Context: an optimization exercise on an open-source flow, tuned for small area, a short achievable clock period and few clock cycles. The choices shown serve that exercise and are no tape-out recipe. At most, simulation tests tie the RTL to the original design; equivalence was not proved. Power and IR drop assume default switching activity.

the previous run:
==> module poly2mono, before the edit <==
module poly2mono #(
  parameter MAX_VOICE = 16
)(
  input  logic       clk,
  input  logic       reset_n,
  output logic       ready,
  input  logic       valid_in,
  input  logic       note_on_in,
  input  logic [6:0] note_num_in,
  input  logic [6:0] velocity_in,
  output logic       note_on_out,
  output logic [6:0] note_num_out,
  output logic [6:0] velocity_out
);
  localparam N = 16;
  logic       p_on, p_off;
  logic [6:0] p_note, p_vel;
  logic [6:0] e_note [0:N-1];
  logic [6:0] e_vel  [0:N-1];
  logic [4:0] cnt;
  logic [N-1:0] m;
  assign ready = 1'b1;
  logic [N-1:0] valid, pre, dn, ld, hold_n, hold_v;
  logic hit, full, push, rm;
  logic [6:0] nx_note [0:N-1];
  logic [6:0] nx_vel  [0:N-1];
  logic [4:0] cnt_nx;
  always_comb begin
    for (int i = 0; i < N; i++) begin
      valid[i] = cnt > i;
    end
    pre[0] = m[0];
    for (int i = 1; i < N; i++)
      pre[i] = pre[i-1] | m[i];
  end
  assign hit  = |m;
  assign full = cnt[4];
  assign push = p_on & ~hit & ~full;
  assign rm   = p_off & hit;
  always_comb begin
    for (int i = 0; i < N; i++) begin
      dn[i]     = (i < N-1) & p_off & pre[i];
      ld[i]     = p_on & m[i];
      hold_n[i] = ~push & ~dn[i];
      hold_v[i] = ~push & ~dn[i] & ~ld[i];
    end
    nx_note[0] = ({7{push}} & p_note) | ({7{dn[0]}} & e_note[1]) | ({7{hold_n[0]}} & e_note[0]);
    nx_vel[0]  = ({7{push | ld[0]}} & p_vel) | ({7{dn[0]}} & e_vel[1]) | ({7{hold_v[0]}} & e_vel[0]);
    for (int i = 1; i < N-1; i++) begin
      nx_note[i] = ({7{push}} & e_note[i-1]) | ({7{dn[i]}} & e_note[i+1]) | ({7{hold_n[i]}} & e_note[i]);
      nx_vel[i]  = ({7{push}} & e_vel[i-1]) | ({7{dn[i]}} & e_vel[i+1]) | ({7{ld[i]}} & p_vel)
                 | ({7{hold_v[i]}} & e_vel[i]);
    end
    nx_note[N-1] = ({7{push}} & e_note[N-2]) | ({7{hold_n[N-1]}} & e_note[N-1]);
    nx_vel[N-1]  = ({7{push}} & e_vel[N-2]) | ({7{ld[N-1]}} & p_vel) | ({7{hold_v[N-1]}} & e_vel[N-1]);
  end
  always_ff @(posedge clk) begin
    for (int i = 0; i < N; i++) begin
      e_note[i] <= nx_note[i];
      e_vel[i]  <= nx_vel[i];
    end
  end
  assign cnt_nx = push ? cnt + 5'd1 : rm ? cnt - 5'd1 : cnt;
  always_ff @(posedge clk) begin
    if (~reset_n)
      cnt <= 5'd0;
    else
      cnt <= cnt_nx;
  end
  logic in_is_on, in_on, in_off;
  assign in_is_on = note_on_in & (|velocity_in);
  assign in_on    = reset_n & valid_in & in_is_on;
  assign in_off   = reset_n & valid_in & ~in_is_on;
  always_ff @(posedge clk) begin
    p_on   <= in_on;
    p_off  <= in_off;
    p_note <= note_num_in;
    p_vel  <= velocity_in;
  end
  logic [N:0] v;    
  logic [N-1:0] m_nx;
  logic top_hit, one_nx;
  always_comb begin
    v[0] = note_num_in == p_note;
    for (int j = 0; j < N; j++)
      v[j+1] = valid[j] & (note_num_in == e_note[j]);
    for (int i = 0; i < N; i++)
      m_nx[i] = push ? v[i] : (p_off & pre[i]) ? ((i < N-1) ? v[i+2] : 1'b0) : v[i+1];
  end
  assign top_hit = m_nx[0];
  always_ff @(posedge clk)
    m <= m_nx;
  assign one_nx = cnt_nx == 5'd1;
  always_ff @(posedge clk) begin
    if (~reset_n) begin
      note_on_out  <= 1'b0;
      note_num_out <= 7'd0;
      velocity_out <= 7'd0;
    end else if (in_on) begin
      note_on_out <= 1'b1;
      if (~cnt_nx[4]) begin
        note_num_out <= note_num_in;
        velocity_out <= velocity_in;
      end
    end else if (in_off & top_hit) begin
      note_on_out  <= ~one_nx;
      note_num_out <= one_nx ? nx_note[0] : nx_note[1];
      velocity_out <= one_nx ? nx_vel[0]  : nx_vel[1];
    end
  end
endmodule
Settings: LEC_CHECK=0, CAP_MARGIN=20, CORE_MARGIN=2, CORE_UTILIZATION=40, SETUP_SLACK_MARGIN=3.5, SLEW_MARGIN=20, TNS_END_PERCENT=5; clock period 6.0 ns.
run.sh (not shown) runs the stock make flow with config.mk's settings and CLKGATE_MAP_FILE= SYNTH_SCRIPT=/design/flow/synth_recipe.tcl, a recipe that flattens the netlist after the stock synthesis.
The previous run | stages: all done | timing, DRC, antenna: all pass
--- input diff the previous run..the current run ---
--- a/flow/design.v
+++ b/flow/design.v
@@ -18,9 +18,8 @@
   logic [6:0] e_note [0:N-1];
   logic [6:0] e_vel  [0:N-1];
   logic [4:0] cnt;
-  logic [N-1:0] m;
   assign ready = 1'b1;
-  logic [N-1:0] valid, pre, dn, ld, hold_n, hold_v;
+  logic [N-1:0] valid, match, pre, dn, ld, hold_n, hold_v;
   logic hit, full, push, rm;
   logic [6:0] nx_note [0:N-1];
   logic [6:0] nx_vel  [0:N-1];
@@ -28,19 +27,20 @@
   always_comb begin
     for (int i = 0; i < N; i++) begin
       valid[i] = cnt > i;
+      match[i] = valid[i] & (e_note[i] == p_note);
     end
-    pre[0] = m[0];
+    pre[0] = match[0];
     for (int i = 1; i < N; i++)
-      pre[i] = pre[i-1] | m[i];
+      pre[i] = pre[i-1] | match[i];
   end
-  assign hit  = |m;
+  assign hit  = |match;
   assign full = cnt[4];
   assign push = p_on & ~hit & ~full;
   assign rm   = p_off & hit;
   always_comb begin
     for (int i = 0; i < N; i++) begin
       dn[i]     = (i < N-1) & p_off & pre[i];
-      ld[i]     = p_on & m[i];
+      ld[i]     = p_on & match[i];
       hold_n[i] = ~push & ~dn[i];
       hold_v[i] = ~push & ~dn[i] & ~ld[i];
     end
@@ -77,19 +77,13 @@
     p_note <= note_num_in;
     p_vel  <= velocity_in;
   end
-  logic [N:0] v;    
-  logic [N-1:0] m_nx;
-  logic top_hit, one_nx;
-  always_comb begin
-    v[0] = note_num_in == p_note;
-    for (int j = 0; j < N; j++)
-      v[j+1] = valid[j] & (note_num_in == e_note[j]);
-    for (int i = 0; i < N; i++)
-      m_nx[i] = push ? v[i] : (p_off & pre[i]) ? ((i < N-1) ? v[i+2] : 1'b0) : v[i+1];
-  end
-  assign top_hit = m_nx[0];
-  always_ff @(posedge clk)
-    m <= m_nx;
+  logic eq_p, eq_0, eq_1, top_hit, one_nx;
+  assign eq_p = note_num_in == p_note;
+  assign eq_0 = note_num_in == e_note[0];
+  assign eq_1 = note_num_in == e_note[1];
+  assign top_hit = push  ? eq_p
+                 : dn[0] ? (valid[1] & eq_1)
+                 :         (valid[0] & eq_0);
   assign one_nx = cnt_nx == 5'd1;
   always_ff @(posedge clk) begin
     if (~reset_n) begin
Notes after the runs:
- Route | the current run vs the previous run | wire longer in the current run
- The higher pin count of the biggest net entering global routing of the previous run and the current run is in the current run.
- The faster design of the two is the previous run; the current run tops out lower.
- Between the previous run and the current run, the starting density of the core is higher for the previous run.
- The standard cells in the current run occupy more silicon area than those in the previous run do.
Function was not checked in any run of this note: the RTL went through the layout flow alone.

* * *

Another version of the RTL of poly2mono (not shown whole).
For scale: ~1400 cells after synthesis, roughly 290 flip-flops, ~34 I/O pins.
==> module poly2mono, before the edit <==
module poly2mono #(
  parameter MAX_VOICE = 16
)(
  input  logic       clk,
  input  logic       reset_n,
  output logic       ready,
  input  logic       valid_in,
  input  logic       note_on_in,
  input  logic [6:0] note_num_in,
  input  logic [6:0] velocity_in,
  output logic       note_on_out,
  output logic [6:0] note_num_out,
  output logic [6:0] velocity_out
);
  localparam N = 16;
  logic       p_on, p_off;
  logic [6:0] p_note, p_vel;
  logic [6:0] e_note [0:N-1];
  logic [6:0] e_vel  [0:N-1];
  logic [N-1:0] valid;    
  logic [N-1:0] m;
  logic hit_r;
  logic c_0, c_1, c_2, c_15, c_16;
  assign c_0  = ~valid[0];
  assign c_1  = valid[0] & ~valid[1];
  assign c_2  = valid[1] & ~valid[2];
  assign c_15 = valid[N-2] & ~valid[N-1];
  assign c_16 = valid[N-1];
  assign ready = 1'b1;
  logic [N-1:0] pre, dn, ld, hold_n, hold_v;
  logic hit, full, push, rm;
  logic [6:0] nx_note [0:N-1];
  logic [6:0] nx_vel  [0:N-1];
  logic [N-1:0] valid_nx;
  logic [N-1:0] pa, pb, pc;
  for (genvar i = 0; i < N; i++) begin : g_pre
    if (i >= 1) begin : g_a
      p2m_nor2  u_a (.a(m[i]), .b(m[i-1]), .y(pa[i]));
    end else begin : g_a0
      p2m_inv   u_a (.a(m[i]), .y(pa[i]));
    end
    if (i >= 2) begin : g_b
      p2m_nand2 u_b (.a(pa[i]), .b(pa[i-2]), .y(pb[i]));
    end else begin : g_b0
      p2m_inv   u_b (.a(pa[i]), .y(pb[i]));
    end
    if (i >= 4) begin : g_c
      p2m_nor2  u_c (.a(pb[i]), .b(pb[i-4]), .y(pc[i]));
    end else begin : g_c0
      p2m_inv   u_c (.a(pb[i]), .y(pc[i]));
    end
    if (i >= 8) begin : g_d
      p2m_nand2 u_d (.a(pc[i]), .b(pc[i-8]), .y(pre[i]));
    end else begin : g_d0
      p2m_inv   u_d (.a(pc[i]), .y(pre[i]));
    end
  end
  assign hit  = hit_r;
  assign full = c_16;
  assign push = p_on & ~hit & ~full;
  assign rm   = p_off & hit;
  always_comb begin
    for (int i = 0; i < N; i++) begin
      dn[i]     = (i < N-1) & p_off & pre[i];
      ld[i]     = p_on & m[i];
      hold_n[i] = ~push & ~dn[i];
      hold_v[i] = ~push & ~dn[i] & ~ld[i];
    end
  end
  for (genvar i = 0; i < N; i++) begin : g_e
    for (genvar b = 0; b < 7; b++) begin : g_b
      logic n_l, v_l, n_x, v_x, v_h;
      if (i == 0) begin : g_top
        assign n_l = p_note[b];
        assign v_l = p_vel[b];
      end else begin : g_mid
        assign n_l = e_note[i-1][b];
        assign v_l = e_vel[i-1][b];
      end
      if (i < N-1) begin : g_dn
        p2m_aoi222 u_n (.a1(push), .a2(n_l), .b1(dn[i]), .b2(e_note[i+1][b]),
                        .c1(hold_n[i]), .c2(e_note[i][b]), .y(n_x));
        p2m_aoi222 u_v (.a1(push), .a2(v_l), .b1(dn[i]), .b2(e_vel[i+1][b]),
                        .c1(ld[i]), .c2(p_vel[b]), .y(v_x));
      end else begin : g_last
        p2m_aoi22 u_n (.a1(push), .a2(n_l), .b1(hold_n[i]), .b2(e_note[i][b]), .y(n_x));
        p2m_aoi22 u_v (.a1(push), .a2(v_l), .b1(ld[i]), .b2(p_vel[b]), .y(v_x));
      end
      p2m_inv   u_ni (.a(n_x), .y(nx_note[i][b]));
      p2m_nand2 u_vh (.a(hold_v[i]), .b(e_vel[i][b]), .y(v_h));
      p2m_nand2 u_vo (.a(v_x), .b(v_h), .y(nx_vel[i][b]));
    end
  end
  always_ff @(posedge clk) begin
    for (int i = 0; i < N; i++) begin
      e_note[i] <= nx_note[i];
      e_vel[i]  <= nx_vel[i];
    end
  end
  always_comb
    for (int i = 0; i < N; i++)
      valid_nx[i] = push ? ((i == 0) | valid[(i == 0) ? 0 : i-1])
                  : rm   ? ((i < N-1) & valid[(i < N-1) ? i+1 : i])
                  :        valid[i];
  always_ff @(posedge clk) begin
    if (~reset_n)
      valid <= '0;
    else
      valid <= valid_nx;
  end
  logic in_is_on, in_on, in_off;
  assign in_is_on = note_on_in & (|velocity_in);
  assign in_on    = reset_n & valid_in & in_is_on;
  assign in_off   = reset_n & valid_in & ~in_is_on;
  always_ff @(posedge clk) begin
    p_on   <= in_on;
    p_off  <= in_off;
    p_note <= note_num_in;
    p_vel  <= velocity_in;
  end
  logic [N:0] v;    
  logic [N-1:0] m_nx;
  logic top_hit, one_nx;
  p2m_eq7 u_eqp (.a(note_num_in), .b(p_note), .en(1'b1), .y(v[0]));
  for (genvar j = 0; j < N; j++) begin : g_eq
    p2m_eq7 u_eq (.a(note_num_in), .b(e_note[j]), .en(valid[j]), .y(v[j+1]));
  end
  logic [3:0] v_none;
  logic v_any;
  for (genvar q = 0; q < 4; q++) begin : g_any
    p2m_nor4 u_o (.a(v[4*q+1]), .b(v[4*q+2]), .c(v[4*q+3]), .d(v[4*q+4]), .y(v_none[q]));
  end
  p2m_nand4 u_any (.a(v_none[0]), .b(v_none[1]), .c(v_none[2]), .d(v_none[3]), .y(v_any));
  always_comb begin
    for (int i = 0; i < N; i++)
      m_nx[i] = push ? v[i] : (p_off & pre[i]) ? ((i < N-1) ? v[i+2] : 1'b0) : v[i+1];
  end
  assign top_hit = m_nx[0];
  logic hit_nx;
  assign hit_nx = (v_any & ~(rm & v[0])) | (push & v[0]);
  always_ff @(posedge clk) begin
    m     <= m_nx;
    hit_r <= hit_nx;
  end
  logic full_nx;
  assign one_nx  = push ? c_0 : rm ? c_2 : c_1;
  assign full_nx = push ? c_15 : ~rm & c_16;
  always_ff @(posedge clk) begin
    if (~reset_n) begin
      note_on_out  <= 1'b0;
      note_num_out <= 7'd0;
      velocity_out <= 7'd0;
    end else if (in_on) begin
      note_on_out <= 1'b1;
      if (~full_nx) begin
        note_num_out <= note_num_in;
        velocity_out <= velocity_in;
      end
    end else if (in_off & top_hit) begin
      note_on_out  <= ~one_nx;
      note_num_out <= one_nx ? nx_note[0] : nx_note[1];
      velocity_out <= one_nx ? nx_vel[0]  : nx_vel[1];
    end
  end
endmodule
==> flow/config.mk <==
export PLATFORM = sky130hd
export DESIGN_NAME = poly2mono
export DESIGN_NICKNAME = poly2mono
export VERILOG_FILES = /design/flow/design.v
export SDC_FILE = /design/flow/constraint.sdc
export NUM_CORES = 4
export LEC_CHECK = 0
export CAP_MARGIN = 20
export CORE_MARGIN = 2
export CORE_UTILIZATION = 70
export CTS_CLUSTER_DIAMETER = 100
export CTS_CLUSTER_SIZE = 30
export SETUP_SLACK_MARGIN = 3.8
export SLEW_MARGIN = 20
export SYNTH_HIERARCHICAL = 1
export SYNTH_MINIMUM_KEEP_SIZE = 0
export TNS_END_PERCENT = 5
==> flow/constraint.sdc <==
create_clock -name core_clock -period 6.0 [get_ports {clk}]
set_input_delay 1.2000 -clock core_clock [delete_from_list [all_inputs] [get_ports {clk}]]
set_output_delay 1.2000 -clock core_clock [all_outputs]
set_load 0.01 [all_outputs]
Rerun with:
--- a/flow/design.v
+++ b/flow/design.v
@@ -117,13 +117,13 @@
     p_off  <= in_off;
     p_note <= note_num_in;
     p_vel  <= velocity_in;
   end
   logic [N:0] v;    
   logic [N-1:0] m_nx;
-  logic top_hit, one_nx;
+  logic one_nx;
   p2m_eq7 u_eqp (.a(note_num_in), .b(p_note), .en(1'b1), .y(v[0]));
   for (genvar j = 0; j < N; j++) begin : g_eq
     p2m_eq7 u_eq (.a(note_num_in), .b(e_note[j]), .en(valid[j]), .y(v[j+1]));
   end
   logic [3:0] v_none;
   logic v_any;
@@ -132,38 +132,49 @@
   end
   p2m_nand4 u_any (.a(v_none[0]), .b(v_none[1]), .c(v_none[2]), .d(v_none[3]), .y(v_any));
   always_comb begin
     for (int i = 0; i < N; i++)
       m_nx[i] = push ? v[i] : (p_off & pre[i]) ? ((i < N-1) ? v[i+2] : 1'b0) : v[i+1];
   end
-  assign top_hit = m_nx[0];
   logic hit_nx;
   assign hit_nx = (v_any & ~(rm & v[0])) | (push & v[0]);
   always_ff @(posedge clk) begin
     m     <= m_nx;
     hit_r <= hit_nx;
   end
   logic full_nx;
   assign one_nx  = push ? c_0 : rm ? c_2 : c_1;
   assign full_nx = push ? c_15 : ~rm & c_16;
-  always_ff @(posedge clk) begin
-    if (~reset_n) begin
-      note_on_out  <= 1'b0;
-      note_num_out <= 7'd0;
-      velocity_out <= 7'd0;
-    end else if (in_on) begin
-      note_on_out <= 1'b1;
-      if (~full_nx) begin
-        note_num_out <= note_num_in;
-        velocity_out <= velocity_in;
-      end
-    end else if (in_off & top_hit) begin
-      note_on_out  <= ~one_nx;
-      note_num_out <= one_nx ? nx_note[0] : nx_note[1];
-      velocity_out <= one_nx ? nx_vel[0]  : nx_vel[1];
-    end
+  logic top_hit_n, in_off_n, s_fb, rst;
+  logic [6:0] fb_note, fb_vel, e_note_d, e_vel_d, x_note, x_vel;
+  logic fb_on, e_on_d, x_on;
+  p2m_aoi222 u_th (.a1(push), .a2(v[0]), .b1(dn[0]), .b2(v[2]), .c1(hold_n[0]), .c2(v[1]),
+                   .y(top_hit_n));
+  assign in_off_n = ~in_off;
+  p2m_nor2 u_sfb (.a(in_off_n), .b(top_hit_n), .y(s_fb));
+  assign rst = ~reset_n;
+  assign fb_on    = ~one_nx;
+  assign fb_note  = one_nx ? nx_note[0] : nx_note[1];
+  assign fb_vel   = one_nx ? nx_vel[0]  : nx_vel[1];
+  assign e_on_d   = in_on | note_on_out;
+  assign e_note_d = (in_on & ~full_nx) ? note_num_in : note_num_out;
+  assign e_vel_d  = (in_on & ~full_nx) ? velocity_in : velocity_out;
+  logic d_on;
+  logic [6:0] d_note, d_vel;
+  p2m_mux2i u_mo (.a0(e_on_d), .a1(fb_on), .s(s_fb), .y(x_on));
+  p2m_nor2  u_ro (.a(x_on), .b(rst), .y(d_on));
+  for (genvar b = 0; b < 7; b++) begin : g_o
+    p2m_mux2i u_mn (.a0(e_note_d[b]), .a1(fb_note[b]), .s(s_fb), .y(x_note[b]));
+    p2m_nor2  u_rn (.a(x_note[b]), .b(rst), .y(d_note[b]));
+    p2m_mux2i u_mv (.a0(e_vel_d[b]), .a1(fb_vel[b]), .s(s_fb), .y(x_vel[b]));
+    p2m_nor2  u_rv (.a(x_vel[b]), .b(rst), .y(d_vel[b]));
+  end
+  always_ff @(posedge clk) begin
+    note_on_out  <= d_on;
+    note_num_out <= d_note;
+    velocity_out <= d_vel;
   end
 endmodule
 module p2m_aoi222 (
   input  logic a1, a2, b1, b2, c1, c2,
   output logic y
 );
@@ -235,6 +246,12 @@
   end
   p2m_nand4 u_lo (.a(x[0]), .b(x[1]), .c(x[2]), .d(x[3]), .y(n_lo));
   p2m_nand3 u_hi (.a(x[4]), .b(x[5]), .c(x[6]), .y(n_hi));
   p2m_inv   u_en (.a(en), .y(n_en));
   p2m_nor3  u_y  (.a(n_lo), .b(n_hi), .c(n_en), .y(y));
 endmodule
+module p2m_mux2i (
+  input  logic a0, a1, s,
+  output logic y
+);
+  assign y = ~(s ? a1 : a0);
+endmodule
Result: Register-to-register slack improves by 0.19 ns. Sequential power barely changes. Final cell count went down by about 1.2%. Hold slack is about the same. Clock power went down by about 2%. Die area went down by 0.43%. Global-route usage went up by 0.22 points. Synthesized cell count went down by about 2.4%. First-iteration DRC count went up by 4.8%. Setup slack improves by 0.23 ns. Clock-buffer cell count does not change. Wire length went down by 2.7%.
Testbench counts after the change, summed over its fixed seeds: cycles 24,000.
Function not checked in the first run of this note: the RTL went through the layout flow alone.

==> afterwards: timing with drivers on the ports <==
Ports are ideal in the flow. The routed layouts listed here were re-timed in OpenROAD.
Step 1 (the two cells are an assumption about what drives the block):
set clk [get_ports {clk}]
set_driving_cell -lib_cell sky130_fd_sc_hd__clkbuf_16 $clk
set_driving_cell -lib_cell sky130_fd_sc_hd__buf_2 [delete_from_list [all_inputs] $clk]
Step 2 moves the port delays by t, midway between the first and last clock arrival at a register: inputs arrive t later, outputs are due t later. That takes back most of the time a late clock gives input paths.
Three values: ideal, step 1, step 2; two values: the first two.
run | t (ns) | setup WS [ns] | worst setup path at the end | slew at the worst register clock pin (ns)
the previous run | 0.604 | 3.229 / 3.229 / 2.741 | input to register | 0.06 / 0.06
the current run | 0.597 | 2.394 / 2.394 / 1.919 | input to register | 0.06 / 0.06
the first run of note 2 | 0.532 | 3.328 / 3.328 / 2.796 | input to register | 0.12 / 0.12
the second run of note 2 | 0.530 | 3.554 / 3.573 / 3.042 | input to register | 0.11 / 0.11
After both steps setup and hold are still met in every run listed. For the first run of note 2, which loses most, drivers alone change the setup slack by 0.000 ns; drivers and shift together by -0.532 ns.
